Context: an optimization exercise on an open-source flow, tuned for small area and a short achievable clock period. The choices shown serve that exercise and are no tape-out recipe.
The RTL of this run was laid out without a check of its function.
Power figures rest on the tool's default switching activity, not on a simulated workload.

==> design/flow/design.v <==
module rrc_filter #(
	parameter WIDTH = 9
)(
	input logic clk,
	input logic rst,
	input logic signed [WIDTH-1:0] filter_in,
	output logic signed [WIDTH-1:0] filter_out
);
  logic [8:0] sr0, sr1, sr2, sr3, sr4, sr5, sr6, sr7, sr8, sr9, sr10, sr11, sr12, sr13, sr14, sr15, sr16, sr17, sr18, sr19, sr20, sr21, sr22, sr23, sr24, sr25, sr26, sr27;
  always_ff @(posedge clk or posedge rst) begin
    if (rst) begin
      sr0 <= 9'h000;
      sr1 <= 9'h000;
      sr2 <= 9'h000;
      sr3 <= 9'h000;
      sr4 <= 9'h000;
      sr5 <= 9'h000;
      sr6 <= 9'h000;
      sr7 <= 9'h000;
      sr8 <= 9'h000;
      sr9 <= 9'h000;
      sr10 <= 9'h000;
      sr11 <= 9'h000;
      sr12 <= 9'h000;
      sr13 <= 9'h000;
      sr14 <= 9'h000;
      sr15 <= 9'h000;
      sr16 <= 9'h000;
      sr17 <= 9'h000;
      sr18 <= 9'h000;
      sr19 <= 9'h000;
      sr20 <= 9'h000;
      sr21 <= 9'h000;
      sr22 <= 9'h000;
      sr23 <= 9'h000;
      sr24 <= 9'h000;
      sr25 <= 9'h000;
      sr26 <= 9'h000;
      sr27 <= 9'h000;
    end else begin
      sr0 <= filter_in;
      sr1 <= sr0;
      sr2 <= sr1;
      sr3 <= sr2;
      sr4 <= sr3;
      sr5 <= sr4;
      sr6 <= sr5;
      sr7 <= sr6;
      sr8 <= sr7;
      sr9 <= sr8;
      sr10 <= sr9;
      sr11 <= sr10;
      sr12 <= sr11;
      sr13 <= sr12;
      sr14 <= sr13;
      sr15 <= sr14;
      sr16 <= sr15;
      sr17 <= sr16;
      sr18 <= sr17;
      sr19 <= sr18;
      sr20 <= sr19;
      sr21 <= sr20;
      sr22 <= sr21;
      sr23 <= sr22;
      sr24 <= sr23;
      sr25 <= sr24;
      sr26 <= sr25;
      sr27 <= sr26;
    end
  end
  logic [12:0] t0;
  always_ff @(posedge clk or posedge rst) begin
    if (rst) t0 <= 13'd3955;
    else t0 <= 13'd3955 - {{4{filter_in[8]}}, filter_in};
  end
  logic [9:0] pv0;
  always_ff @(posedge clk or posedge rst) begin
    if (rst) pv0 <= 10'd0;
    else pv0 <= {sr11[8], sr11} + {sr13[8], sr13};
  end
  logic [28:0] cs3;
  logic [34:0] cs2;
  logic [35:0] cs1;
  wire s1, c2;
  rrc_fa u2 (.a(sr15[1]), .b(sr16[0]), .ci(sr16[2]), .s(s1), .co(c2));
  wire s3, c4;
  rrc_ha u4 (.a(sr17[0]), .b(sr18[2]), .s(s3), .co(c4));
  wire s5, c6;
  rrc_fa u6 (.a(sr15[2]), .b(sr16[1]), .ci(sr16[3]), .s(s5), .co(c6));
  wire s7, c8;
  rrc_fa u8 (.a(sr17[1]), .b(sr18[3]), .ci(sr20[3]), .s(s7), .co(c8));
  wire s9, c10;
  rrc_ha u10 (.a(sr18[1]), .b(sr21[3]), .s(s9), .co(c10));
  wire s11, c12;
  rrc_fa u12 (.a(sr15[3]), .b(sr16[2]), .ci(sr16[4]), .s(s11), .co(c12));
  wire s13, c14;
  rrc_fa u14 (.a(sr17[2]), .b(sr18[4]), .ci(sr20[4]), .s(s13), .co(c14));
  wire s15, c16;
  rrc_fa u16 (.a(sr15[0]), .b(sr18[2]), .ci(sr21[4]), .s(s15), .co(c16));
  wire s17, c18;
  rrc_ha u18 (.a(sr23[4]), .b(sr26[5]), .s(s17), .co(c18));
  wire s19, c20;
  rrc_fa u20 (.a(sr15[4]), .b(sr16[3]), .ci(sr16[5]), .s(s19), .co(c20));
  wire s21, c22;
  rrc_fa u22 (.a(sr17[3]), .b(sr18[5]), .ci(sr20[5]), .s(s21), .co(c22));
  wire s23, c24;
  rrc_fa u24 (.a(sr15[1]), .b(sr18[3]), .ci(sr21[5]), .s(s23), .co(c24));
  wire n25 = ~sr24[6];
  wire s26, c27;
  rrc_fa u27 (.a(sr23[5]), .b(sr26[6]), .ci(n25), .s(s26), .co(c27));
  wire s28, c29;
  rrc_fa u29 (.a(sr15[5]), .b(sr16[4]), .ci(sr16[6]), .s(s28), .co(c29));
  wire s30, c31;
  rrc_fa u31 (.a(sr17[4]), .b(sr18[6]), .ci(sr20[6]), .s(s30), .co(c31));
  wire s32, c33;
  rrc_fa u33 (.a(sr15[2]), .b(sr18[4]), .ci(sr21[6]), .s(s32), .co(c33));
  wire n34 = ~sr24[7];
  wire s35, c36;
  rrc_fa u36 (.a(sr23[6]), .b(sr26[7]), .ci(n34), .s(s35), .co(c36));
  wire s37, c38;
  rrc_fa u38 (.a(sr15[6]), .b(sr16[5]), .ci(sr16[7]), .s(s37), .co(c38));
  wire s39, c40;
  rrc_fa u40 (.a(sr17[5]), .b(sr18[7]), .ci(sr20[7]), .s(s39), .co(c40));
  wire s41, c42;
  rrc_fa u42 (.a(sr15[3]), .b(sr18[5]), .ci(sr21[7]), .s(s41), .co(c42));
  wire s43, c44;
  rrc_fa u44 (.a(sr23[7]), .b(sr24[8]), .ci(sr27[8]), .s(s43), .co(c44));
  wire s45, c46;
  rrc_fa u46 (.a(sr15[4]), .b(sr16[8]), .ci(sr18[6]), .s(s45), .co(c46));
  wire s47, c48;
  rrc_fa u48 (.a(sr15[7]), .b(sr16[6]), .ci(sr17[6]), .s(s47), .co(c48));
  wire s49, c50;
  rrc_ha u50 (.a(sr18[8]), .b(sr20[8]), .s(s49), .co(c50));
  wire s51, c52;
  rrc_fa u52 (.a(sr16[0]), .b(sr18[0]), .ci(sr20[0]), .s(s51), .co(c52));
  wire s53, c54;
  rrc_fa u54 (.a(sr15[0]), .b(sr16[1]), .ci(sr18[1]), .s(s53), .co(c54));
  wire s55, c56;
  rrc_fa u56 (.a(sr20[1]), .b(sr23[1]), .ci(sr26[2]), .s(s55), .co(c56));
  wire s57, c58;
  rrc_fa u58 (.a(sr20[2]), .b(sr23[2]), .ci(sr26[3]), .s(s57), .co(c58));
  wire s59, c60;
  rrc_fa u60 (.a(sr18[0]), .b(sr21[2]), .ci(sr24[3]), .s(s59), .co(c60));
  wire s61, c62;
  rrc_ha u62 (.a(s3), .b(s1), .s(s61), .co(c62));
  wire s63, c64;
  rrc_fa u64 (.a(sr23[3]), .b(sr26[4]), .ci(c4), .s(s63), .co(c64));
  wire s65, c66;
  rrc_fa u66 (.a(sr24[4]), .b(sr27[4]), .ci(s9), .s(s65), .co(c66));
  wire s67, c68;
  rrc_fa u68 (.a(c2), .b(s5), .ci(s7), .s(s67), .co(c68));
  wire s69, c70;
  rrc_fa u70 (.a(sr24[5]), .b(sr27[5]), .ci(c10), .s(s69), .co(c70));
  wire s71, c72;
  rrc_fa u72 (.a(s17), .b(c6), .ci(c8), .s(s71), .co(c72));
  wire n73 = ~s15;
  wire s74, c75;
  rrc_fa u75 (.a(s11), .b(s13), .ci(n73), .s(s74), .co(c75));
  wire s76, c77;
  rrc_fa u77 (.a(c18), .b(c12), .ci(c14), .s(s76), .co(c77));
  wire s78, c79;
  rrc_fa u79 (.a(sr27[6]), .b(c16), .ci(s23), .s(s78), .co(c79));
  wire s80, c81;
  rrc_fa u81 (.a(s19), .b(s21), .ci(s26), .s(s80), .co(c81));
  wire s82, c83;
  rrc_fa u83 (.a(c20), .b(c22), .ci(s28), .s(s82), .co(c83));
  wire s84, c85;
  rrc_fa u85 (.a(sr27[7]), .b(c24), .ci(s32), .s(s84), .co(c85));
  wire s86, c87;
  rrc_fa u87 (.a(s30), .b(c27), .ci(s35), .s(s86), .co(c87));
  wire s88, c89;
  rrc_fa u89 (.a(c29), .b(c31), .ci(s37), .s(s88), .co(c89));
  wire s90, c91;
  rrc_fa u91 (.a(sr26[8]), .b(c33), .ci(s41), .s(s90), .co(c91));
  wire s92, c93;
  rrc_fa u93 (.a(s39), .b(s43), .ci(c36), .s(s92), .co(c93));
  wire s94, c95;
  rrc_fa u95 (.a(sr21[8]), .b(c38), .ci(c40), .s(s94), .co(c95));
  wire s96, c97;
  rrc_fa u97 (.a(sr23[8]), .b(s49), .ci(c42), .s(s96), .co(c97));
  wire n98 = ~s45;
  wire s99, c100;
  rrc_fa u100 (.a(c44), .b(s47), .ci(n98), .s(s99), .co(c100));
  wire s101, c102;
  rrc_fa u102 (.a(sr15[5]), .b(sr15[8]), .ci(sr18[7]), .s(s101), .co(c102));
  wire s103, c104;
  rrc_fa u104 (.a(sr16[7]), .b(sr17[7]), .ci(c48), .s(s103), .co(c104));
  wire s105, c106;
  rrc_ha u106 (.a(c50), .b(c46), .s(s105), .co(c106));
  wire s107, c108;
  rrc_ha u108 (.a(sr15[6]), .b(sr16[8]), .s(s107), .co(c108));
  wire s109, c110;
  rrc_fa u110 (.a(sr21[0]), .b(sr24[1]), .ci(sr27[1]), .s(s109), .co(c110));
  wire s111, c112;
  rrc_fa u112 (.a(sr21[1]), .b(sr24[2]), .ci(sr27[2]), .s(s111), .co(c112));
  wire s113, c114;
  rrc_ha u114 (.a(c52), .b(s53), .s(s113), .co(c114));
  wire s115, c116;
  rrc_fa u116 (.a(c54), .b(c56), .ci(s57), .s(s115), .co(c116));
  wire n117 = ~s61;
  wire s118, c119;
  rrc_fa u119 (.a(sr27[3]), .b(s59), .ci(n117), .s(s118), .co(c119));
  wire s120, c121;
  rrc_fa u121 (.a(c58), .b(s63), .ci(c62), .s(s120), .co(c121));
  wire n122 = ~s67;
  wire s123, c124;
  rrc_fa u124 (.a(c60), .b(s65), .ci(n122), .s(s123), .co(c124));
  wire s125, c126;
  rrc_fa u126 (.a(c64), .b(s71), .ci(c68), .s(s125), .co(c126));
  wire n127 = ~s74;
  wire s128, c129;
  rrc_fa u129 (.a(s69), .b(c66), .ci(n127), .s(s128), .co(c129));
  wire s130, c131;
  rrc_fa u131 (.a(c72), .b(s76), .ci(c75), .s(s130), .co(c131));
  wire n132 = ~s80;
  wire s133, c134;
  rrc_fa u134 (.a(c70), .b(s78), .ci(n132), .s(s133), .co(c134));
  wire s135, c136;
  rrc_fa u136 (.a(c77), .b(s82), .ci(c81), .s(s135), .co(c136));
  wire n137 = ~s86;
  wire s138, c139;
  rrc_fa u139 (.a(c79), .b(s84), .ci(n137), .s(s138), .co(c139));
  wire s140, c141;
  rrc_fa u141 (.a(c83), .b(s88), .ci(s92), .s(s140), .co(c141));
  wire n142 = ~c87;
  wire s143, c144;
  rrc_fa u144 (.a(c85), .b(s90), .ci(n142), .s(s143), .co(c144));
  wire s145, c146;
  rrc_fa u146 (.a(s94), .b(c89), .ci(c93), .s(s145), .co(c146));
  wire n147 = ~s99;
  wire s148, c149;
  rrc_fa u149 (.a(s96), .b(c91), .ci(n147), .s(s148), .co(c149));
  wire s150, c151;
  rrc_fa u151 (.a(s101), .b(s105), .ci(c97), .s(s150), .co(c151));
  wire s152, c153;
  rrc_fa u153 (.a(c95), .b(s103), .ci(c100), .s(s152), .co(c153));
  wire s154, c155;
  rrc_fa u155 (.a(sr17[8]), .b(s107), .ci(c102), .s(s154), .co(c155));
  wire n156 = ~c106;
  wire s157, c158;
  rrc_fa u158 (.a(sr18[8]), .b(c104), .ci(n156), .s(s157), .co(c158));
  wire s159, c160;
  rrc_ha u160 (.a(sr23[0]), .b(sr26[1]), .s(s159), .co(c160));
  wire n161 = ~c110;
  wire s162, c163;
  rrc_fa u163 (.a(s55), .b(s113), .ci(n161), .s(s162), .co(c163));
  wire n164 = ~c112;
  wire s165, c166;
  rrc_fa u166 (.a(c114), .b(s115), .ci(n164), .s(s165), .co(c166));
  wire n167 = ~c119;
  wire s168, c169;
  rrc_fa u169 (.a(c116), .b(s120), .ci(n167), .s(s168), .co(c169));
  wire n170 = ~c124;
  wire s171, c172;
  rrc_fa u172 (.a(c121), .b(s125), .ci(n170), .s(s171), .co(c172));
  wire n173 = ~c129;
  wire s174, c175;
  rrc_fa u175 (.a(c126), .b(s130), .ci(n173), .s(s174), .co(c175));
  wire n176 = ~c134;
  wire s177, c178;
  rrc_fa u178 (.a(c131), .b(s135), .ci(n176), .s(s177), .co(c178));
  wire n179 = ~s143;
  wire s180, c181;
  rrc_fa u181 (.a(c136), .b(s140), .ci(n179), .s(s180), .co(c181));
  wire n182 = ~c144;
  wire s183, c184;
  rrc_fa u184 (.a(c141), .b(s145), .ci(n182), .s(s183), .co(c184));
  wire n185 = ~s150;
  wire s186, c187;
  rrc_fa u187 (.a(c146), .b(s152), .ci(n185), .s(s186), .co(c187));
  wire n188 = ~s154;
  wire s189, c190;
  rrc_fa u190 (.a(s157), .b(c153), .ci(n188), .s(s189), .co(c190));
  wire s191, c192;
  rrc_fa u192 (.a(sr15[7]), .b(c108), .ci(c155), .s(s191), .co(c192));
  wire s193, c194;
  rrc_ha u194 (.a(sr24[0]), .b(sr27[0]), .s(s193), .co(c194));
  wire n195 = ~s109;
  wire s196, c197;
  rrc_fa u197 (.a(s159), .b(s51), .ci(n195), .s(s196), .co(c197));
  wire n198 = ~s111;
  wire s199, c200;
  rrc_fa u200 (.a(c160), .b(s162), .ci(n198), .s(s199), .co(c200));
  wire n201 = ~s118;
  wire s202, c203;
  rrc_fa u203 (.a(c163), .b(s165), .ci(n201), .s(s202), .co(c203));
  wire n204 = ~s123;
  wire s205, c206;
  rrc_fa u206 (.a(c166), .b(s168), .ci(n204), .s(s205), .co(c206));
  wire n207 = ~s128;
  wire s208, c209;
  rrc_fa u209 (.a(c169), .b(s171), .ci(n207), .s(s208), .co(c209));
  wire n210 = ~s133;
  wire s211, c212;
  rrc_fa u212 (.a(c172), .b(s174), .ci(n210), .s(s211), .co(c212));
  wire n213 = ~s138;
  wire s214, c215;
  rrc_fa u215 (.a(c175), .b(s177), .ci(n213), .s(s214), .co(c215));
  wire n216 = ~c139;
  wire s217, c218;
  rrc_fa u218 (.a(c178), .b(s180), .ci(n216), .s(s217), .co(c218));
  wire n219 = ~s148;
  wire s220, c221;
  rrc_fa u221 (.a(s183), .b(c181), .ci(n219), .s(s220), .co(c221));
  wire n222 = ~c149;
  wire s223, c224;
  rrc_fa u224 (.a(s186), .b(c184), .ci(n222), .s(s223), .co(c224));
  wire n225 = ~c151;
  wire s226, c227;
  rrc_fa u227 (.a(s189), .b(c187), .ci(n225), .s(s226), .co(c227));
  wire n228 = ~s191;
  wire s229, c230;
  rrc_fa u230 (.a(c158), .b(c190), .ci(n228), .s(s229), .co(c230));
  wire n231 = ~c192;
  wire s232, c233;
  rrc_ha u233 (.a(sr15[8]), .b(n231), .s(s232), .co(c233));
  wire s234, c235;
  rrc_ha u235 (.a(cs3[8]), .b(cs3[9]), .s(s234), .co(c235));
  wire s236, c237;
  rrc_fa u237 (.a(cs3[10]), .b(cs3[11]), .ci(sr8[2]), .s(s236), .co(c237));
  wire s238, c239;
  rrc_fa u239 (.a(cs3[12]), .b(cs3[13]), .ci(sr8[3]), .s(s238), .co(c239));
  wire s240, c241;
  rrc_ha u241 (.a(sr11[5]), .b(sr13[0]), .s(s240), .co(c241));
  wire s242, c243;
  rrc_fa u243 (.a(cs3[14]), .b(cs3[15]), .ci(sr8[4]), .s(s242), .co(c243));
  wire s244, c245;
  rrc_fa u245 (.a(sr11[6]), .b(sr13[0]), .ci(sr13[1]), .s(s244), .co(c245));
  wire s246, c247;
  rrc_fa u247 (.a(sr11[3]), .b(sr15[3]), .ci(pv0[3]), .s(s246), .co(c247));
  wire s248, c249;
  rrc_fa u249 (.a(cs3[16]), .b(cs3[17]), .ci(sr8[5]), .s(s248), .co(c249));
  wire s250, c251;
  rrc_fa u251 (.a(sr11[7]), .b(sr13[1]), .ci(sr13[2]), .s(s250), .co(c251));
  wire s252, c253;
  rrc_fa u253 (.a(sr11[4]), .b(sr15[4]), .ci(pv0[4]), .s(s252), .co(c253));
  wire s254, c255;
  rrc_ha u255 (.a(sr13[6]), .b(sr15[7]), .s(s254), .co(c255));
  wire s256, c257;
  rrc_fa u257 (.a(cs3[18]), .b(cs3[19]), .ci(sr8[6]), .s(s256), .co(c257));
  wire s258, c259;
  rrc_fa u259 (.a(sr13[2]), .b(sr13[3]), .ci(sr13[7]), .s(s258), .co(c259));
  wire s260, c261;
  rrc_fa u261 (.a(sr11[5]), .b(sr11[8]), .ci(sr15[5]), .s(s260), .co(c261));
  wire n262 = ~sr15[8];
  wire s263, c264;
  rrc_fa u264 (.a(pv0[2]), .b(pv0[9]), .ci(n262), .s(s263), .co(c264));
  wire s265, c266;
  rrc_fa u266 (.a(cs3[20]), .b(cs3[21]), .ci(sr8[7]), .s(s265), .co(c266));
  wire s267, c268;
  rrc_fa u268 (.a(sr11[6]), .b(sr13[8]), .ci(sr15[6]), .s(s267), .co(c268));
  wire s269, c270;
  rrc_ha u270 (.a(sr13[3]), .b(sr13[4]), .s(s269), .co(c270));
  wire s271, c272;
  rrc_fa u272 (.a(cs3[22]), .b(cs3[23]), .ci(sr13[4]), .s(s271), .co(c272));
  wire s273, c274;
  rrc_ha u274 (.a(sr8[8]), .b(sr11[7]), .s(s273), .co(c274));
  wire s275, c276;
  rrc_ha u276 (.a(cs3[24]), .b(cs3[25]), .s(s275), .co(c276));
  wire s277, c278;
  rrc_ha u278 (.a(cs3[6]), .b(cs3[7]), .s(s277), .co(c278));
  wire s279, c280;
  rrc_fa u280 (.a(sr8[1]), .b(sr11[3]), .ci(sr13[2]), .s(s279), .co(c280));
  wire s281, c282;
  rrc_fa u282 (.a(sr11[0]), .b(sr15[0]), .ci(pv0[0]), .s(s281), .co(c282));
  wire s283, c284;
  rrc_fa u284 (.a(sr11[4]), .b(sr13[3]), .ci(sr15[4]), .s(s283), .co(c284));
  wire s285, c286;
  rrc_fa u286 (.a(sr11[1]), .b(sr15[1]), .ci(pv0[1]), .s(s285), .co(c286));
  wire s287, c288;
  rrc_ha u288 (.a(c235), .b(s236), .s(s287), .co(c288));
  wire s289, c290;
  rrc_fa u290 (.a(sr11[2]), .b(sr15[2]), .ci(pv0[2]), .s(s289), .co(c290));
  wire s291, c292;
  rrc_fa u292 (.a(sr13[4]), .b(sr15[5]), .ci(s240), .s(s291), .co(c292));
  wire n293 = ~pv0[6];
  wire s294, c295;
  rrc_fa u295 (.a(c237), .b(s238), .ci(n293), .s(s294), .co(c295));
  wire s296, c297;
  rrc_fa u297 (.a(sr13[5]), .b(sr15[6]), .ci(pv0[0]), .s(s296), .co(c297));
  wire s298, c299;
  rrc_fa u299 (.a(c241), .b(c239), .ci(s242), .s(s298), .co(c299));
  wire n300 = ~s244;
  wire s301, c302;
  rrc_fa u302 (.a(pv0[7]), .b(s246), .ci(n300), .s(s301), .co(c302));
  wire s303, c304;
  rrc_fa u304 (.a(pv0[1]), .b(s254), .ci(c243), .s(s303), .co(c304));
  wire s305, c306;
  rrc_fa u306 (.a(c245), .b(s248), .ci(s250), .s(s305), .co(c306));
  wire s307, c308;
  rrc_fa u308 (.a(pv0[8]), .b(c247), .ci(s252), .s(s307), .co(c308));
  wire s309, c310;
  rrc_fa u310 (.a(c255), .b(c249), .ci(c251), .s(s309), .co(c310));
  wire s311, c312;
  rrc_fa u312 (.a(pv0[5]), .b(c253), .ci(s260), .s(s311), .co(c312));
  wire s313, c314;
  rrc_fa u314 (.a(s256), .b(s258), .ci(s263), .s(s313), .co(c314));
  wire s315, c316;
  rrc_fa u316 (.a(pv0[3]), .b(s269), .ci(c257), .s(s315), .co(c316));
  wire s317, c318;
  rrc_fa u318 (.a(pv0[6]), .b(c261), .ci(s267), .s(s317), .co(c318));
  wire s319, c320;
  rrc_fa u320 (.a(c259), .b(s265), .ci(c264), .s(s319), .co(c320));
  wire s321, c322;
  rrc_fa u322 (.a(sr13[5]), .b(pv0[4]), .ci(c270), .s(s321), .co(c322));
  wire s323, c324;
  rrc_fa u324 (.a(sr15[7]), .b(pv0[7]), .ci(s273), .s(s323), .co(c324));
  wire n325 = ~c268;
  wire s326, c327;
  rrc_fa u327 (.a(c266), .b(s271), .ci(n325), .s(s326), .co(c327));
  wire s328, c329;
  rrc_fa u329 (.a(sr11[8]), .b(sr13[5]), .ci(sr13[6]), .s(s328), .co(c329));
  wire s330, c331;
  rrc_fa u331 (.a(sr15[8]), .b(pv0[5]), .ci(s275), .s(s330), .co(c331));
  wire n332 = ~c272;
  wire s333, c334;
  rrc_fa u334 (.a(pv0[8]), .b(c274), .ci(n332), .s(s333), .co(c334));
  wire s335, c336;
  rrc_fa u336 (.a(cs3[26]), .b(cs3[27]), .ci(sr13[6]), .s(s335), .co(c336));
  wire s337, c338;
  rrc_fa u338 (.a(sr13[7]), .b(pv0[6]), .ci(pv0[9]), .s(s337), .co(c338));
  wire s339, c340;
  rrc_ha u340 (.a(cs3[2]), .b(sr11[0]), .s(s339), .co(c340));
  wire s341, c342;
  rrc_fa u342 (.a(cs3[4]), .b(cs3[5]), .ci(sr11[1]), .s(s341), .co(c342));
  wire s343, c344;
  rrc_ha u344 (.a(sr13[0]), .b(sr15[1]), .s(s343), .co(c344));
  wire s345, c346;
  rrc_fa u346 (.a(sr8[0]), .b(sr11[2]), .ci(sr13[1]), .s(s345), .co(c346));
  wire n347 = ~pv0[3];
  wire s348, c349;
  rrc_fa u349 (.a(sr15[2]), .b(s277), .ci(n347), .s(s348), .co(c349));
  wire s350, c351;
  rrc_fa u351 (.a(sr15[3]), .b(c278), .ci(s234), .s(s350), .co(c351));
  wire n352 = ~s279;
  wire s353, c354;
  rrc_fa u354 (.a(pv0[4]), .b(s281), .ci(n352), .s(s353), .co(c354));
  wire s355, c356;
  rrc_fa u356 (.a(pv0[5]), .b(c282), .ci(s285), .s(s355), .co(c356));
  wire s357, c358;
  rrc_fa u358 (.a(c280), .b(s283), .ci(s287), .s(s357), .co(c358));
  wire s359, c360;
  rrc_fa u360 (.a(c284), .b(c288), .ci(s291), .s(s359), .co(c360));
  wire n361 = ~s294;
  wire s362, c363;
  rrc_fa u363 (.a(c286), .b(s289), .ci(n361), .s(s362), .co(c363));
  wire s364, c365;
  rrc_fa u365 (.a(s296), .b(c292), .ci(c295), .s(s364), .co(c365));
  wire n366 = ~s298;
  wire s367, c368;
  rrc_fa u368 (.a(c290), .b(s301), .ci(n366), .s(s367), .co(c368));
  wire s369, c370;
  rrc_fa u370 (.a(c297), .b(s303), .ci(c299), .s(s369), .co(c370));
  wire n371 = ~s305;
  wire s372, c373;
  rrc_fa u373 (.a(s307), .b(c302), .ci(n371), .s(s372), .co(c373));
  wire s374, c375;
  rrc_fa u375 (.a(c304), .b(s309), .ci(c306), .s(s374), .co(c375));
  wire n376 = ~s313;
  wire s377, c378;
  rrc_fa u378 (.a(c308), .b(s311), .ci(n376), .s(s377), .co(c378));
  wire s379, c380;
  rrc_fa u380 (.a(c310), .b(s315), .ci(s319), .s(s379), .co(c380));
  wire n381 = ~c314;
  wire s382, c383;
  rrc_fa u383 (.a(c312), .b(s317), .ci(n381), .s(s382), .co(c383));
  wire s384, c385;
  rrc_fa u385 (.a(s321), .b(c316), .ci(c320), .s(s384), .co(c385));
  wire n386 = ~s326;
  wire s387, c388;
  rrc_fa u388 (.a(s323), .b(c318), .ci(n386), .s(s387), .co(c388));
  wire s389, c390;
  rrc_fa u390 (.a(s328), .b(c322), .ci(s330), .s(s389), .co(c390));
  wire n391 = ~c327;
  wire s392, c393;
  rrc_fa u393 (.a(c324), .b(s333), .ci(n391), .s(s392), .co(c393));
  wire s394, c395;
  rrc_fa u395 (.a(c276), .b(c329), .ci(s335), .s(s394), .co(c395));
  wire n396 = ~c334;
  wire s397, c398;
  rrc_fa u398 (.a(s337), .b(c331), .ci(n396), .s(s397), .co(c398));
  wire s399, c400;
  rrc_fa u400 (.a(cs3[28]), .b(sr13[7]), .ci(pv0[7]), .s(s399), .co(c400));
  wire n401 = ~sr13[8];
  wire s402, c403;
  rrc_fa u403 (.a(c336), .b(c338), .ci(n401), .s(s402), .co(c403));
  wire s404, c405;
  rrc_ha u405 (.a(cs3[3]), .b(pv0[1]), .s(s404), .co(c405));
  wire s406, c407;
  rrc_fa u407 (.a(c340), .b(s343), .ci(s341), .s(s406), .co(c407));
  wire s408, c409;
  rrc_fa u409 (.a(c344), .b(c342), .ci(s345), .s(s408), .co(c409));
  wire s410, c411;
  rrc_fa u411 (.a(c346), .b(c349), .ci(s350), .s(s410), .co(c411));
  wire n412 = ~s355;
  wire s413, c414;
  rrc_fa u414 (.a(c351), .b(s357), .ci(n412), .s(s413), .co(c414));
  wire n415 = ~c356;
  wire s416, c417;
  rrc_fa u417 (.a(c358), .b(s359), .ci(n415), .s(s416), .co(c417));
  wire n418 = ~c363;
  wire s419, c420;
  rrc_fa u420 (.a(c360), .b(s364), .ci(n418), .s(s419), .co(c420));
  wire n421 = ~c368;
  wire s422, c423;
  rrc_fa u423 (.a(c365), .b(s369), .ci(n421), .s(s422), .co(c423));
  wire n424 = ~c373;
  wire s425, c426;
  rrc_fa u426 (.a(c370), .b(s374), .ci(n424), .s(s425), .co(c426));
  wire n427 = ~s382;
  wire s428, c429;
  rrc_fa u429 (.a(c375), .b(s379), .ci(n427), .s(s428), .co(c429));
  wire n430 = ~c383;
  wire s431, c432;
  rrc_fa u432 (.a(c380), .b(s384), .ci(n430), .s(s431), .co(c432));
  wire n433 = ~c388;
  wire s434, c435;
  rrc_fa u435 (.a(s389), .b(c385), .ci(n433), .s(s434), .co(c435));
  wire s436, c437;
  rrc_fa u437 (.a(s394), .b(c390), .ci(s397), .s(s436), .co(c437));
  wire s438, c439;
  rrc_fa u439 (.a(s399), .b(s402), .ci(c395), .s(s438), .co(c439));
  wire s440, c441;
  rrc_fa u441 (.a(pv0[8]), .b(c400), .ci(c403), .s(s440), .co(c441));
  wire s442, c443;
  rrc_ha u443 (.a(cs3[1]), .b(pv0[0]), .s(s442), .co(c443));
  wire n444 = ~s404;
  wire s445, c446;
  rrc_fa u446 (.a(sr15[0]), .b(s339), .ci(n444), .s(s445), .co(c446));
  wire n447 = ~s406;
  wire s448, c449;
  rrc_fa u449 (.a(pv0[2]), .b(c405), .ci(n447), .s(s448), .co(c449));
  wire s450, c451;
  rrc_fa u451 (.a(s348), .b(c407), .ci(s408), .s(s450), .co(c451));
  wire n452 = ~s353;
  wire s453, c454;
  rrc_fa u454 (.a(c409), .b(s410), .ci(n452), .s(s453), .co(c454));
  wire n455 = ~c354;
  wire s456, c457;
  rrc_fa u457 (.a(c411), .b(s413), .ci(n455), .s(s456), .co(c457));
  wire n458 = ~s362;
  wire s459, c460;
  rrc_fa u460 (.a(c414), .b(s416), .ci(n458), .s(s459), .co(c460));
  wire n461 = ~s367;
  wire s462, c463;
  rrc_fa u463 (.a(c417), .b(s419), .ci(n461), .s(s462), .co(c463));
  wire n464 = ~s372;
  wire s465, c466;
  rrc_fa u466 (.a(c420), .b(s422), .ci(n464), .s(s465), .co(c466));
  wire n467 = ~s377;
  wire s468, c469;
  rrc_fa u469 (.a(c423), .b(s425), .ci(n467), .s(s468), .co(c469));
  wire n470 = ~c378;
  wire s471, c472;
  rrc_fa u472 (.a(c426), .b(s428), .ci(n470), .s(s471), .co(c472));
  wire n473 = ~s387;
  wire s474, c475;
  rrc_fa u475 (.a(s431), .b(c429), .ci(n473), .s(s474), .co(c475));
  wire n476 = ~s392;
  wire s477, c478;
  rrc_fa u478 (.a(c432), .b(s434), .ci(n476), .s(s477), .co(c478));
  wire n479 = ~c393;
  wire s480, c481;
  rrc_fa u481 (.a(s436), .b(c435), .ci(n479), .s(s480), .co(c481));
  wire s482, c483;
  rrc_fa u483 (.a(s438), .b(c398), .ci(c437), .s(s482), .co(c483));
  wire n484 = ~sr13[8];
  wire s485, c486;
  rrc_fa u486 (.a(s440), .b(c439), .ci(n484), .s(s485), .co(c486));
  wire n487 = ~pv0[9];
  wire s488, c489;
  rrc_ha u489 (.a(c441), .b(n487), .s(s488), .co(c489));
  wire s490, c491;
  rrc_ha u491 (.a(cs2[5]), .b(sr0[2]), .s(s490), .co(c491));
  wire s492, c493;
  rrc_fa u493 (.a(cs2[6]), .b(sr0[3]), .ci(sr3[2]), .s(s492), .co(c493));
  wire s494, c495;
  rrc_fa u495 (.a(sr6[2]), .b(sr8[2]), .ci(sr10[0]), .s(s494), .co(c495));
  wire s496, c497;
  rrc_fa u497 (.a(cs2[8]), .b(cs2[9]), .ci(sr0[4]), .s(s496), .co(c497));
  wire s498, c499;
  rrc_fa u499 (.a(sr3[3]), .b(sr6[3]), .ci(sr8[3]), .s(s498), .co(c499));
  wire s500, c501;
  rrc_ha u501 (.a(sr10[1]), .b(sr10[3]), .s(s500), .co(c501));
  wire s502, c503;
  rrc_fa u503 (.a(cs2[10]), .b(cs2[11]), .ci(sr0[5]), .s(s502), .co(c503));
  wire s504, c505;
  rrc_fa u505 (.a(sr3[4]), .b(sr6[4]), .ci(sr8[4]), .s(s504), .co(c505));
  wire s506, c507;
  rrc_fa u507 (.a(sr2[5]), .b(sr5[4]), .ci(sr8[2]), .s(s506), .co(c507));
  wire s508, c509;
  rrc_ha u509 (.a(sr10[2]), .b(sr10[4]), .s(s508), .co(c509));
  wire s510, c511;
  rrc_fa u511 (.a(cs2[12]), .b(cs2[13]), .ci(sr0[6]), .s(s510), .co(c511));
  wire s512, c513;
  rrc_fa u513 (.a(sr3[5]), .b(sr6[5]), .ci(sr8[5]), .s(s512), .co(c513));
  wire s514, c515;
  rrc_fa u515 (.a(sr2[6]), .b(sr5[5]), .ci(sr8[3]), .s(s514), .co(c515));
  wire s516, c517;
  rrc_fa u517 (.a(sr10[3]), .b(sr10[5]), .ci(sr11[4]), .s(s516), .co(c517));
  wire s518, c519;
  rrc_fa u519 (.a(cs2[14]), .b(cs2[15]), .ci(sr0[7]), .s(s518), .co(c519));
  wire s520, c521;
  rrc_fa u521 (.a(sr3[6]), .b(sr6[6]), .ci(sr8[6]), .s(s520), .co(c521));
  wire s522, c523;
  rrc_fa u523 (.a(sr2[7]), .b(sr5[6]), .ci(sr8[4]), .s(s522), .co(c523));
  wire s524, c525;
  rrc_fa u525 (.a(sr10[4]), .b(sr10[6]), .ci(sr11[5]), .s(s524), .co(c525));
  wire s526, c527;
  rrc_fa u527 (.a(cs2[16]), .b(cs2[17]), .ci(sr2[8]), .s(s526), .co(c527));
  wire s528, c529;
  rrc_fa u529 (.a(sr3[7]), .b(sr6[7]), .ci(sr8[7]), .s(s528), .co(c529));
  wire s530, c531;
  rrc_fa u531 (.a(sr0[8]), .b(sr5[7]), .ci(sr8[5]), .s(s530), .co(c531));
  wire s532, c533;
  rrc_fa u533 (.a(sr10[5]), .b(sr10[7]), .ci(sr11[6]), .s(s532), .co(c533));
  wire s534, c535;
  rrc_fa u535 (.a(sr3[8]), .b(sr6[8]), .ci(sr8[6]), .s(s534), .co(c535));
  wire s536, c537;
  rrc_fa u537 (.a(cs2[18]), .b(cs2[19]), .ci(sr5[8]), .s(s536), .co(c537));
  wire s538, c539;
  rrc_fa u539 (.a(sr8[8]), .b(sr10[8]), .ci(sr11[4]), .s(s538), .co(c539));
  wire s540, c541;
  rrc_fa u541 (.a(cs2[2]), .b(sr0[1]), .ci(sr3[0]), .s(s540), .co(c541));
  wire s542, c543;
  rrc_ha u543 (.a(sr6[0]), .b(sr8[0]), .s(s542), .co(c543));
  wire s544, c545;
  rrc_fa u545 (.a(sr3[1]), .b(sr6[1]), .ci(sr8[1]), .s(s544), .co(c545));
  wire s546, c547;
  rrc_fa u547 (.a(cs2[4]), .b(sr2[2]), .ci(sr5[1]), .s(s546), .co(c547));
  wire s548, c549;
  rrc_ha u549 (.a(sr10[1]), .b(sr11[0]), .s(s548), .co(c549));
  wire s550, c551;
  rrc_fa u551 (.a(cs2[7]), .b(sr2[3]), .ci(sr5[2]), .s(s550), .co(c551));
  wire s552, c553;
  rrc_fa u553 (.a(sr10[2]), .b(sr11[1]), .ci(c491), .s(s552), .co(c553));
  wire n554 = ~sr8[0];
  wire s555, c556;
  rrc_fa u556 (.a(s492), .b(s494), .ci(n554), .s(s555), .co(c556));
  wire s557, c558;
  rrc_fa u558 (.a(sr2[4]), .b(sr5[3]), .ci(sr8[1]), .s(s557), .co(c558));
  wire s559, c560;
  rrc_fa u560 (.a(sr11[2]), .b(s500), .ci(c493), .s(s559), .co(c560));
  wire s561, c562;
  rrc_fa u562 (.a(c495), .b(s496), .ci(s498), .s(s561), .co(c562));
  wire s563, c564;
  rrc_fa u564 (.a(sr11[3]), .b(c501), .ci(s508), .s(s563), .co(c564));
  wire s565, c566;
  rrc_fa u566 (.a(c497), .b(c499), .ci(s502), .s(s565), .co(c566));
  wire n567 = ~s504;
  wire s568, c569;
  rrc_fa u569 (.a(sr11[0]), .b(s506), .ci(n567), .s(s568), .co(c569));
  wire s570, c571;
  rrc_fa u571 (.a(c509), .b(c503), .ci(c505), .s(s570), .co(c571));
  wire s572, c573;
  rrc_fa u573 (.a(s510), .b(s512), .ci(s516), .s(s572), .co(c573));
  wire s574, c575;
  rrc_fa u575 (.a(sr11[1]), .b(c507), .ci(s514), .s(s574), .co(c575));
  wire s576, c577;
  rrc_fa u577 (.a(c511), .b(c513), .ci(c517), .s(s576), .co(c577));
  wire s578, c579;
  rrc_fa u579 (.a(s518), .b(s520), .ci(s524), .s(s578), .co(c579));
  wire s580, c581;
  rrc_fa u581 (.a(sr11[2]), .b(c515), .ci(s522), .s(s580), .co(c581));
  wire s582, c583;
  rrc_fa u583 (.a(c519), .b(c521), .ci(c525), .s(s582), .co(c583));
  wire s584, c585;
  rrc_fa u585 (.a(s526), .b(s528), .ci(s532), .s(s584), .co(c585));
  wire s586, c587;
  rrc_fa u587 (.a(sr11[3]), .b(c523), .ci(s530), .s(s586), .co(c587));
  wire s588, c589;
  rrc_fa u589 (.a(sr10[6]), .b(sr11[7]), .ci(c527), .s(s588), .co(c589));
  wire s590, c591;
  rrc_fa u591 (.a(c529), .b(c533), .ci(s536), .s(s590), .co(c591));
  wire s592, c593;
  rrc_fa u593 (.a(c531), .b(s534), .ci(s538), .s(s592), .co(c593));
  wire s594, c595;
  rrc_fa u595 (.a(sr8[7]), .b(sr11[5]), .ci(sr11[8]), .s(s594), .co(c595));
  wire s596, c597;
  rrc_fa u597 (.a(cs2[20]), .b(cs2[21]), .ci(sr10[7]), .s(s596), .co(c597));
  wire n598 = ~c537;
  wire s599, c600;
  rrc_fa u600 (.a(c535), .b(c539), .ci(n598), .s(s599), .co(c600));
  wire s601, c602;
  rrc_fa u602 (.a(cs2[22]), .b(cs2[23]), .ci(sr8[8]), .s(s601), .co(c602));
  wire s603, c604;
  rrc_fa u604 (.a(cs2[3]), .b(sr2[1]), .ci(sr5[0]), .s(s603), .co(c604));
  wire s605, c606;
  rrc_fa u606 (.a(c543), .b(s490), .ci(s548), .s(s605), .co(c606));
  wire s607, c608;
  rrc_ha u608 (.a(c541), .b(s544), .s(s607), .co(c608));
  wire s609, c610;
  rrc_fa u610 (.a(c549), .b(c545), .ci(s552), .s(s609), .co(c610));
  wire n611 = ~s555;
  wire s612, c613;
  rrc_fa u613 (.a(c547), .b(s550), .ci(n611), .s(s612), .co(c613));
  wire s614, c615;
  rrc_fa u615 (.a(c553), .b(s559), .ci(c556), .s(s614), .co(c615));
  wire n616 = ~s561;
  wire s617, c618;
  rrc_fa u618 (.a(c551), .b(s557), .ci(n616), .s(s617), .co(c618));
  wire s619, c620;
  rrc_fa u620 (.a(s563), .b(c560), .ci(c562), .s(s619), .co(c620));
  wire n621 = ~s565;
  wire s622, c623;
  rrc_fa u623 (.a(c558), .b(s568), .ci(n621), .s(s622), .co(c623));
  wire s624, c625;
  rrc_fa u625 (.a(c564), .b(s570), .ci(c566), .s(s624), .co(c625));
  wire n626 = ~s572;
  wire s627, c628;
  rrc_fa u628 (.a(s574), .b(c569), .ci(n626), .s(s627), .co(c628));
  wire s629, c630;
  rrc_fa u630 (.a(c571), .b(s576), .ci(c573), .s(s629), .co(c630));
  wire n631 = ~s578;
  wire s632, c633;
  rrc_fa u633 (.a(c575), .b(s580), .ci(n631), .s(s632), .co(c633));
  wire s634, c635;
  rrc_fa u635 (.a(c577), .b(s582), .ci(c579), .s(s634), .co(c635));
  wire n636 = ~s584;
  wire s637, c638;
  rrc_fa u638 (.a(c581), .b(s586), .ci(n636), .s(s637), .co(c638));
  wire s639, c640;
  rrc_fa u640 (.a(c583), .b(s588), .ci(c585), .s(s639), .co(c640));
  wire n641 = ~s590;
  wire s642, c643;
  rrc_fa u643 (.a(c587), .b(s592), .ci(n641), .s(s642), .co(c643));
  wire s644, c645;
  rrc_fa u645 (.a(s596), .b(c589), .ci(c591), .s(s644), .co(c645));
  wire s646, c647;
  rrc_fa u647 (.a(s594), .b(c593), .ci(s599), .s(s646), .co(c647));
  wire s648, c649;
  rrc_fa u649 (.a(sr10[8]), .b(sr11[6]), .ci(c595), .s(s648), .co(c649));
  wire n650 = ~c600;
  wire s651, c652;
  rrc_fa u652 (.a(c597), .b(s601), .ci(n650), .s(s651), .co(c652));
  wire s653, c654;
  rrc_fa u654 (.a(cs2[24]), .b(cs2[25]), .ci(c602), .s(s653), .co(c654));
  wire s655, c656;
  rrc_ha u656 (.a(cs2[0]), .b(sr0[0]), .s(s655), .co(c656));
  wire s657, c658;
  rrc_fa u658 (.a(sr10[0]), .b(s542), .ci(s540), .s(s657), .co(c658));
  wire n659 = ~c604;
  wire s660, c661;
  rrc_fa u661 (.a(s605), .b(s607), .ci(n659), .s(s660), .co(c661));
  wire s662, c663;
  rrc_fa u663 (.a(c606), .b(c608), .ci(s609), .s(s662), .co(c663));
  wire n664 = ~c613;
  wire s665, c666;
  rrc_fa u666 (.a(c610), .b(s614), .ci(n664), .s(s665), .co(c666));
  wire n667 = ~c618;
  wire s668, c669;
  rrc_fa u669 (.a(c615), .b(s619), .ci(n667), .s(s668), .co(c669));
  wire n670 = ~c623;
  wire s671, c672;
  rrc_fa u672 (.a(c620), .b(s624), .ci(n670), .s(s671), .co(c672));
  wire n673 = ~c628;
  wire s674, c675;
  rrc_fa u675 (.a(c625), .b(s629), .ci(n673), .s(s674), .co(c675));
  wire n676 = ~c633;
  wire s677, c678;
  rrc_fa u678 (.a(c630), .b(s634), .ci(n676), .s(s677), .co(c678));
  wire n679 = ~c638;
  wire s680, c681;
  rrc_fa u681 (.a(c635), .b(s639), .ci(n679), .s(s680), .co(c681));
  wire n682 = ~s646;
  wire s683, c684;
  rrc_fa u684 (.a(c640), .b(s644), .ci(n682), .s(s683), .co(c684));
  wire n685 = ~s648;
  wire s686, c687;
  rrc_fa u687 (.a(c645), .b(s651), .ci(n685), .s(s686), .co(c687));
  wire n688 = ~sr11[7];
  wire s689, c690;
  rrc_fa u690 (.a(s653), .b(c652), .ci(n688), .s(s689), .co(c690));
  wire s691, c692;
  rrc_fa u692 (.a(cs2[26]), .b(cs2[27]), .ci(sr11[8]), .s(s691), .co(c692));
  wire s693, c694;
  rrc_ha u694 (.a(cs2[1]), .b(sr2[0]), .s(s693), .co(c694));
  wire n695 = ~s603;
  wire s696, c697;
  rrc_fa u697 (.a(c656), .b(s657), .ci(n695), .s(s696), .co(c697));
  wire n698 = ~s546;
  wire s699, c700;
  rrc_fa u700 (.a(c658), .b(s660), .ci(n698), .s(s699), .co(c700));
  wire n701 = ~s612;
  wire s702, c703;
  rrc_fa u703 (.a(c661), .b(s662), .ci(n701), .s(s702), .co(c703));
  wire n704 = ~s617;
  wire s705, c706;
  rrc_fa u706 (.a(c663), .b(s665), .ci(n704), .s(s705), .co(c706));
  wire n707 = ~s622;
  wire s708, c709;
  rrc_fa u709 (.a(c666), .b(s668), .ci(n707), .s(s708), .co(c709));
  wire n710 = ~s627;
  wire s711, c712;
  rrc_fa u712 (.a(c669), .b(s671), .ci(n710), .s(s711), .co(c712));
  wire n713 = ~s632;
  wire s714, c715;
  rrc_fa u715 (.a(c672), .b(s674), .ci(n713), .s(s714), .co(c715));
  wire n716 = ~s637;
  wire s717, c718;
  rrc_fa u718 (.a(c675), .b(s677), .ci(n716), .s(s717), .co(c718));
  wire n719 = ~s642;
  wire s720, c721;
  rrc_fa u721 (.a(c678), .b(s680), .ci(n719), .s(s720), .co(c721));
  wire n722 = ~c643;
  wire s723, c724;
  rrc_fa u724 (.a(c681), .b(s683), .ci(n722), .s(s723), .co(c724));
  wire n725 = ~c647;
  wire s726, c727;
  rrc_fa u727 (.a(s686), .b(c684), .ci(n725), .s(s726), .co(c727));
  wire n728 = ~c649;
  wire s729, c730;
  rrc_fa u730 (.a(s689), .b(c687), .ci(n728), .s(s729), .co(c730));
  wire s731, c732;
  rrc_fa u732 (.a(s691), .b(c654), .ci(c690), .s(s731), .co(c732));
  wire s733, c734;
  rrc_fa u734 (.a(cs2[28]), .b(cs2[29]), .ci(c692), .s(s733), .co(c734));
  wire s735, c736;
  rrc_ha u736 (.a(cs2[30]), .b(cs2[31]), .s(s735), .co(c736));
  wire s737, c738;
  rrc_ha u738 (.a(cs2[32]), .b(cs2[33]), .s(s737), .co(c738));
  wire n739 = ~cs1[1];
  wire n740 = ~cs1[3];
  wire s741, c742;
  rrc_ha u742 (.a(cs1[0]), .b(t0[0]), .s(s741), .co(c742));
  wire s743, c744;
  rrc_fa u744 (.a(cs1[2]), .b(t0[1]), .ci(n740), .s(s743), .co(c744));
  wire s745, c746;
  rrc_fa u746 (.a(cs1[4]), .b(cs1[5]), .ci(t0[2]), .s(s745), .co(c746));
  wire s747, c748;
  rrc_fa u748 (.a(cs1[6]), .b(cs1[7]), .ci(t0[3]), .s(s747), .co(c748));
  wire s749, c750;
  rrc_fa u750 (.a(cs1[8]), .b(cs1[9]), .ci(t0[4]), .s(s749), .co(c750));
  wire s751, c752;
  rrc_fa u752 (.a(cs1[10]), .b(cs1[11]), .ci(t0[5]), .s(s751), .co(c752));
  wire s753, c754;
  rrc_fa u754 (.a(cs1[12]), .b(cs1[13]), .ci(t0[6]), .s(s753), .co(c754));
  wire s755, c756;
  rrc_fa u756 (.a(cs1[14]), .b(cs1[15]), .ci(t0[7]), .s(s755), .co(c756));
  wire s757, c758;
  rrc_fa u758 (.a(cs1[16]), .b(cs1[17]), .ci(t0[8]), .s(s757), .co(c758));
  wire s759, c760;
  rrc_fa u760 (.a(cs1[18]), .b(cs1[19]), .ci(t0[9]), .s(s759), .co(c760));
  wire s761, c762;
  rrc_fa u762 (.a(cs1[20]), .b(cs1[21]), .ci(t0[10]), .s(s761), .co(c762));
  wire s763, c764;
  rrc_fa u764 (.a(cs1[22]), .b(cs1[23]), .ci(t0[11]), .s(s763), .co(c764));
  wire s765, c766;
  rrc_fa u766 (.a(cs1[24]), .b(cs1[25]), .ci(t0[12]), .s(s765), .co(c766));
  wire s767, c768;
  rrc_ha u768 (.a(cs1[26]), .b(cs1[27]), .s(s767), .co(c768));
  wire s769, c770;
  rrc_fa1 u770 (.a(cs1[28]), .b(cs1[29]), .s(s769), .co(c770));
  wire s771, c772;
  rrc_ha u772 (.a(cs1[30]), .b(cs1[31]), .s(s771), .co(c772));
  wire s773, c774;
  rrc_fa1 u774 (.a(cs1[32]), .b(cs1[33]), .s(s773), .co(c774));
  wire s775, c776;
  rrc_ha u776 (.a(cs1[34]), .b(cs1[35]), .s(s775), .co(c776));
  always_ff @(posedge clk or posedge rst) begin
    if (rst) cs3 <= 29'b01100111000111010000111000100;
    else cs3 <= {c233, c230, s232, c227, s229, c224, s226, c221, s223, c218, s220, c215, s217, c212, s214, c209, s211, c206, s208, c203, s205, c200, s202, c197, s199, c194, s196, s193, sr26[0]};
  end
  always_ff @(posedge clk or posedge rst) begin
    if (rst) cs2 <= 35'b01100100011100111001000010001110000;
    else cs2 <= {c489, c486, s488, c483, s485, c481, s482, c478, s480, c475, s477, c472, s474, c469, s471, c466, s468, c463, s465, c460, s462, c457, s459, c454, s456, c451, s453, c449, s450, c446, s448, c443, s445, s442, cs3[0]};
  end
  always_ff @(posedge clk or posedge rst) begin
    if (rst) cs1 <= 36'b100000110011010101110011000001000100;
    else cs1 <= {c738, cs2[34], c736, s737, c734, s735, c732, s733, c730, s731, c727, s729, c724, s726, c721, s723, c718, s720, c715, s717, c712, s714, c709, s711, c706, s708, c703, s705, c700, s702, c697, s699, c694, s696, s693, s655};
  end
  wire [18:0] fa_ = {1'b1, s775, s773, s771, s769, s767, s765, s763, s761, s759, s757, s755, s753, s751, s749, s747, s745, s743, n739};
  wire [18:0] fb_ = {c776, c774, c772, c770, c768, c766, c764, c762, c760, c758, c756, c754, c752, c750, c748, c746, c744, c742, s741};
  wire [18:0] sum_ = fa_ + fb_;
  wire ovf_ = (sum_[18] != sum_[16]) || (sum_[17] != sum_[16]);
  wire [8:0] y_ = ovf_ ? (sum_[18] ? 9'h100 : 9'h0ff) : sum_[16:8];
  always_ff @(posedge clk or posedge rst) begin
    if (rst) filter_out <= 9'd0;
    else filter_out <= y_;
  end
endmodule
module rrc_fa (input logic a, input logic b, input logic ci, output logic s, output logic co);
  assign s = a ^ b ^ ci;
  assign co = (a & b) | (a & ci) | (b & ci);
endmodule
module rrc_carry8 (input logic [7:0] a, input logic [7:0] b, output logic co);
  wire [8:0] t = {1'b0, a} + {1'b0, b};
  assign co = t[8];
endmodule
module rrc_hsat (input logic [10:0] a, input logic [10:0] b, input logic ci, output logic [8:0] y);
  wire [11:0] t2 = {a, ci} + {b, ci};
  wire [10:0] t = t2[11:1];
  wire ovf = (t[10] != t[8]) || (t[9] != t[8]);
  assign y = ovf ? (t[10] ? 9'h100 : 9'h0ff) : t[8:0];
endmodule
module rrc_fa1 (input logic a, input logic b, output logic s, output logic co);
  assign s = ~(a ^ b);
  assign co = a | b;
endmodule
module rrc_ha (input logic a, input logic b, output logic s, output logic co);
  assign s = a ^ b;
  assign co = a & b;
endmodule
==> design/flow/flow/run.sh <==
#!/bin/bash
# Own layout flow: the standard ORFS flow (standard.sh, unchanged synthesis), with
#  - timing repair aimed below the design's period (SETUP_SLACK_MARGIN; the SDC is unchanged),
#  - port buffers of a normal buffer cell rather than the smallest one,
#  - a flatter clock tree (fewer buffer levels between the clock port and the registers).
# Each step's full log is kept by ORFS under orfs/logs/; make's own output goes to flow.log.
set -uo pipefail
bash standard.sh SETUP_SLACK_MARGIN=7.3 "BUFFER_PORTS_ARGS=-buffer_cell sky130_fd_sc_hd__buf_4" \
  "CTS_ARGS=-sink_clustering_enable -sink_clustering_size 30 -sink_clustering_max_diameter 80 -buf_list sky130_fd_sc_hd__clkbuf_16 -root_buf sky130_fd_sc_hd__clkbuf_16 -distance_between_buffers 2000 -branching_point_buffers_distance 2000 -repair_clock_nets" \
  finish > flow.log 2>&1
==> design/flow/standard.sh <==
#!/bin/bash
# synth_recipe.tcl (not shown) runs the flow's synth.tcl, then flattens the netlist and writes it again
# the make line also repeats each setting of config.mk as NAME=value (left out here)
make -C /OpenROAD-flow-scripts/flow DESIGN_CONFIG=/design/flow/config.mk WORK_HOME=/design/flow/orfs CLKGATE_MAP_FILE= SYNTH_SCRIPT=/design/flow/synth_recipe.tcl "${@:-finish}"
==> design/flow/config.mk <==
export PLATFORM = sky130hd
export DESIGN_NAME = rrc_filter
export DESIGN_NICKNAME = rrc_filter
export VERILOG_FILES = /design/flow/design.v
export SDC_FILE = /design/flow/constraint.sdc
export NUM_CORES = 4
export LEC_CHECK = 0
export ABC_CLOCK_PERIOD_IN_PS = 800
export CAP_MARGIN = 20
export CORE_MARGIN = 2
export CORE_UTILIZATION = 70
export CTS_BUF_LIST = sky130_fd_sc_hd__clkbuf_16
export CTS_CLUSTER_DIAMETER = 80
export CTS_CLUSTER_SIZE = 30
export PLACE_DENSITY = 0.75
export SLEW_MARGIN = 20
export SYNTH_HIERARCHICAL = 1
==> design/flow/constraint.sdc <==
create_clock -name core_clock -period 10.5 [get_ports {clk}]
set_input_delay 2.1000 -clock core_clock [delete_from_list [all_inputs] [get_ports {clk}]]
set_output_delay 2.1000 -clock core_clock [all_outputs]
set_load 0.01 [all_outputs]
==> flow_summary.json <==
{
  "status": "finished clean",
  "combinationalPowerShare_pct": 55.4,
  "crit_buf_inv": 1,
  "tns_ns": 0,
  "hold_class": "flip-flop to flip-flop",
  "cts-root-buf": "clkbuf_16",
  "pwr-share-seq_pct": 32.8,
  "hpwl_microns": 22680,
  "htreeDepth": 1,
  "relSlewSlack_pct": 51.49,
  "insertion_delay_ns": 0.51,
  "synth_edf_count": 0,
  "diodes": 0,
  "skew_ns": 0.02121,
  "p_sw_uw": 2582,
  "final_common_cell": "dfrtp_1",
  "cp-end-kind": "primary output",
  "synth_area_sq_mm": 0.01782,
  "grt_max_degree": 157,
  "setup_viol": 0,
  "synth_cell_types": 44,
  "required_ns": 8.40,
  "fp.dieH_microns": 163.5,
  "die_w_microns": 163.5,
  "synth_area_leaders": "dfrtp_1, fa_1, dfstp_2, ha_1, inv_1",
  "place_congestion": 0.8752,
  "antenna_found_initial": 0,
  "firstDrtPassIters": 4,
  "start_util_pct": 70.95,
  "leakagePower_uw": 0.008579,
  "crit_type": "flip-flop to primary output",
  "post_drt_via_cell_ratio": 5.411,
  "synth.avg_cell_area_sq_um": 17.40,
  "cap_violations": 0,
  "grt_pass1_wl_microns": 49430,
  "port_buffers": 19,
  "cts.sinks": 382,
  "slowest_stage": "dfrtp_1",
  "synth.net_count": 1397,
  "gr-total-overflow": 0,
  "ys.flop_type": "dfrtp_1",
  "peakVddDrop_mv": 0.4464,
  "async_reset_ff_share_pct": 100.0,
  "hold_violations": 0,
  "cp_data_arrival_time_ns": 1.03,
  "grt_util_all_layers_pct": 25.16,
  "ys_warn_count": 7,
  "drtIter0Drc": 618,
  "hold_buffers": 0,
  "max_stage_delay_ns": 0.38,
  "synth-seq-cells": 382,
  "cell_internal_pwr_uw": 3766,
  "worst_slew_pin_slew_ns": 0.7276,
  "synth_top_area_share_pct": 46.63,
  "p_sw_share_pct": 40.67,
  "syn-instance-count": 1024,
  "start_kind": "flip-flop",
  "clk_pin_slew_ns": 0.11,
  "yosys.area.top_type": "dfrtp_1",
  "max_freq_ghz": 0.3196,
  "rsz0062_at_grt": "yes",
  "drc": 0,
  "power_density_mw_per_mm2": 331.8,
  "area_growth_pct": 7.367,
  "worstPathCellList": "buf_4",
  "cts_tree": "built",
  "crit_path_max_fanout": 1,
  "timing.hold.ws_ns": 0.3461,
  "row_count": 58,
  "ys_seq_area_share_pct": 54.01,
  "drive_gt1_share_pct": 12.87,
  "nNetsFinal": 1451,
  "ios": 20,
  "routed_wl_microns": 29560,
  "final_cell_mix": "dfrtp_1, fa_1, inv_1",
  "ant_nets": 0,
  "clock_path_buffers": 3,
  "fp.coreArea_sq_mm": 0.02511,
  "die_area_sq_mm": 0.02674,
  "drv_slew": 0,
  "period_share_pct": 29.80,
  "clkPwrFrac_pct": 11.8,
  "cts_made_buffers": 17,
  "vias": 7673,
  "path_delay_family": "flip-flops",
  "drt-wirelength-per-cell_microns": 20.85,
  "grt_pass1_vias": 8942,
  "finalCriticalPeriod_ns": 3.129
}
==> kinds of logic (layout without fill, tap and decap cells) <==
kind of cell | Yosys count | in the layout | share of synthesized area [%]
compound gates | 70 | 70 | 2.781
xor+xnor | 21 | 21 | 1.074
flops | 382 | 382 | 54.01
buf+inv | 133 | 197 | 2.802
fa+ha+maj | 362 | 362 | 37.85
simple gates | 56 | 56 | 1.482
==> state kept, by name, indices dropped and copies added (netlist names), 10 cells and up <==
| register | cells |
|---|---|
| pv0 | 10 |
| cs1 | 36 |
| cs2 | 35 |
| t0 | 12 |
| cs3 | 28 |
==> cell type report <==
type / instances / area (sq um)
multi-input combinational: 509 / 7752
tap: 330 / 412.9
clock inverter: 12 / 76.32
timing repair buffer: 35 / 319.1
clock buffer: 17 / 425.4
sequential: 382 / 9639
fill: 1516 / 5981
inverter: 133 / 503.0
==> per-module statistics from Yosys (local to each module, per instance) <==
module / cells inside / area (sq um) / times used / flip-flops and latches
rrc_filter: 682 / 11400 / 1 / 382
rrc_fa1: 5 / 27.53 / 2 / 0
rrc_fa: 1 / 20.02 / 294 / 0
rrc_ha: 1 / 12.51 / 38 / 0
==> cells in the mapped netlist, types with 3 or more instances <==
| master | instances |
|---|---|
| nor3_1 | 4 |
| xnor2_1 | 10 |
| xor2_1 | 10 |
| nand2_1 | 20 |
| nor2b_1 | 3 |
| ha_1 | 67 |
| nand3_1 | 6 |
| a21oi_2 | 4 |
| dfrtp_1 | 332 |
| fa_1 | 295 |
| o21ai_1 | 6 |
| and2_1 | 3 |
| a211oi_1 | 3 |
| o21ai_0 | 12 |
| a21oi_1 | 19 |
| nor2_1 | 13 |
| dfstp_2 | 50 |
| inv_1 | 133 |
| a21o_1 | 5 |
| o21bai_1 | 5 |
==> metrics by stage <==
step	utilization [%]	area, sq um	total power (uW)	std cells	setup WS (ns)
floorplan	-	17820	4604	1024	3.307
global placement	73.35	18420	5439	1377	6.426
detailed placement	73.35	18420	5555	1377	6.397
CTS	75.43	18940	6346	1406	7.320
global route	76.18	19130	7082	1418	7.276
finish	76.18	19130	6347	1418	7.371
==> metal layers <==
metal | share of wire [%] | GRT usage [%] | up-vias
met5 | 0 | 0 | -
met2 | 50 | 38.91 | 129
li1 | - | - | 3260
met4 | 1.9 | 4.226 | 0
met3 | 4.3 | 4.622 | 34
met1 | 44 | 39.70 | 4250
==> power by group through the flow <==
stage | clock network [uW] | logic (uW) | registers (uW)
3_3_place_gp | 0 | 3330 | 2110
6_report | 751 | 3510 | 2080
4_1_cts | 777 | 3480 | 2090
3_5_place_dp | 0 | 3440 | 2120
5_1_grt | 828 | 4130 | 2120
2_1_floorplan | 0 | 2540 | 2060
==> path summary, 6_finish.rpt <==
kind / start / to / slack, ns / cells past startpoint
worst max-delay path: filter_out[0]$_DFF_PP0_ / filter_out[0] / 7.37 / 1
worst min-delay path: sr25[6]$_DFF_PP0_ / sr26[6]$_DFF_PP0_ / 0.35 / 0
worst max register to register: t0[6]$_DFF_PP1_ / filter_out[4]$_DFF_PP0_ / 7.38 / 10
worst min register to register: sr25[6]$_DFF_PP0_ / sr26[6]$_DFF_PP0_ / 0.35 / 0
max in group asynchronous: rst / filter_out[7]$_DFF_PP0_ / 7.63 / 4
min in group asynchronous: rst / cs1[34]$_DFF_PP0_ / 1.79 / 3
==> repair_timing <==
action	4_1_cts	5_1_grt
endpoints found under the hold margin	0	0
pin swaps	0	15
resized for setup	10	22
buffers inserted	0	11
endpoints found under the setup margin	247	111
cloned	0	1

re-timing with driven ports:
The flow's constraints put no driver on any port. The routed layout listed below was extracted and timed again, unchanged, in two steps. Step 1 sets driving cells, clkbuf_16 on the clock port and buf_2 on the other inputs (assumed; they add their load-dependent delay and slew). Step 2 adds t to the input delays and takes it off the output delays; t is the mean of the earliest and latest rising clock arrival at the registers after step 1. Input paths then give back, and output paths get back, about the clock's delay inside the block. Three values: no drivers, after step 1, after step 2; two values: the first two.
shift t [ns]: 0.552
slack for setup (ns): 7.371 / 7.323 / 7.102
hold WS [ns]: 0.346 / 0.346 / 0.346
latest minus earliest clock arrival (ns): 0.024 / 0.024
worst slew at a driven data input, ns: 0.04
After both steps setup and hold are still met in this run. For this run, drivers alone change the setup slack by -0.048 ns; drivers and shift together by -0.269 ns. The worst setup slack also covers recovery checks on asynchronous resets.
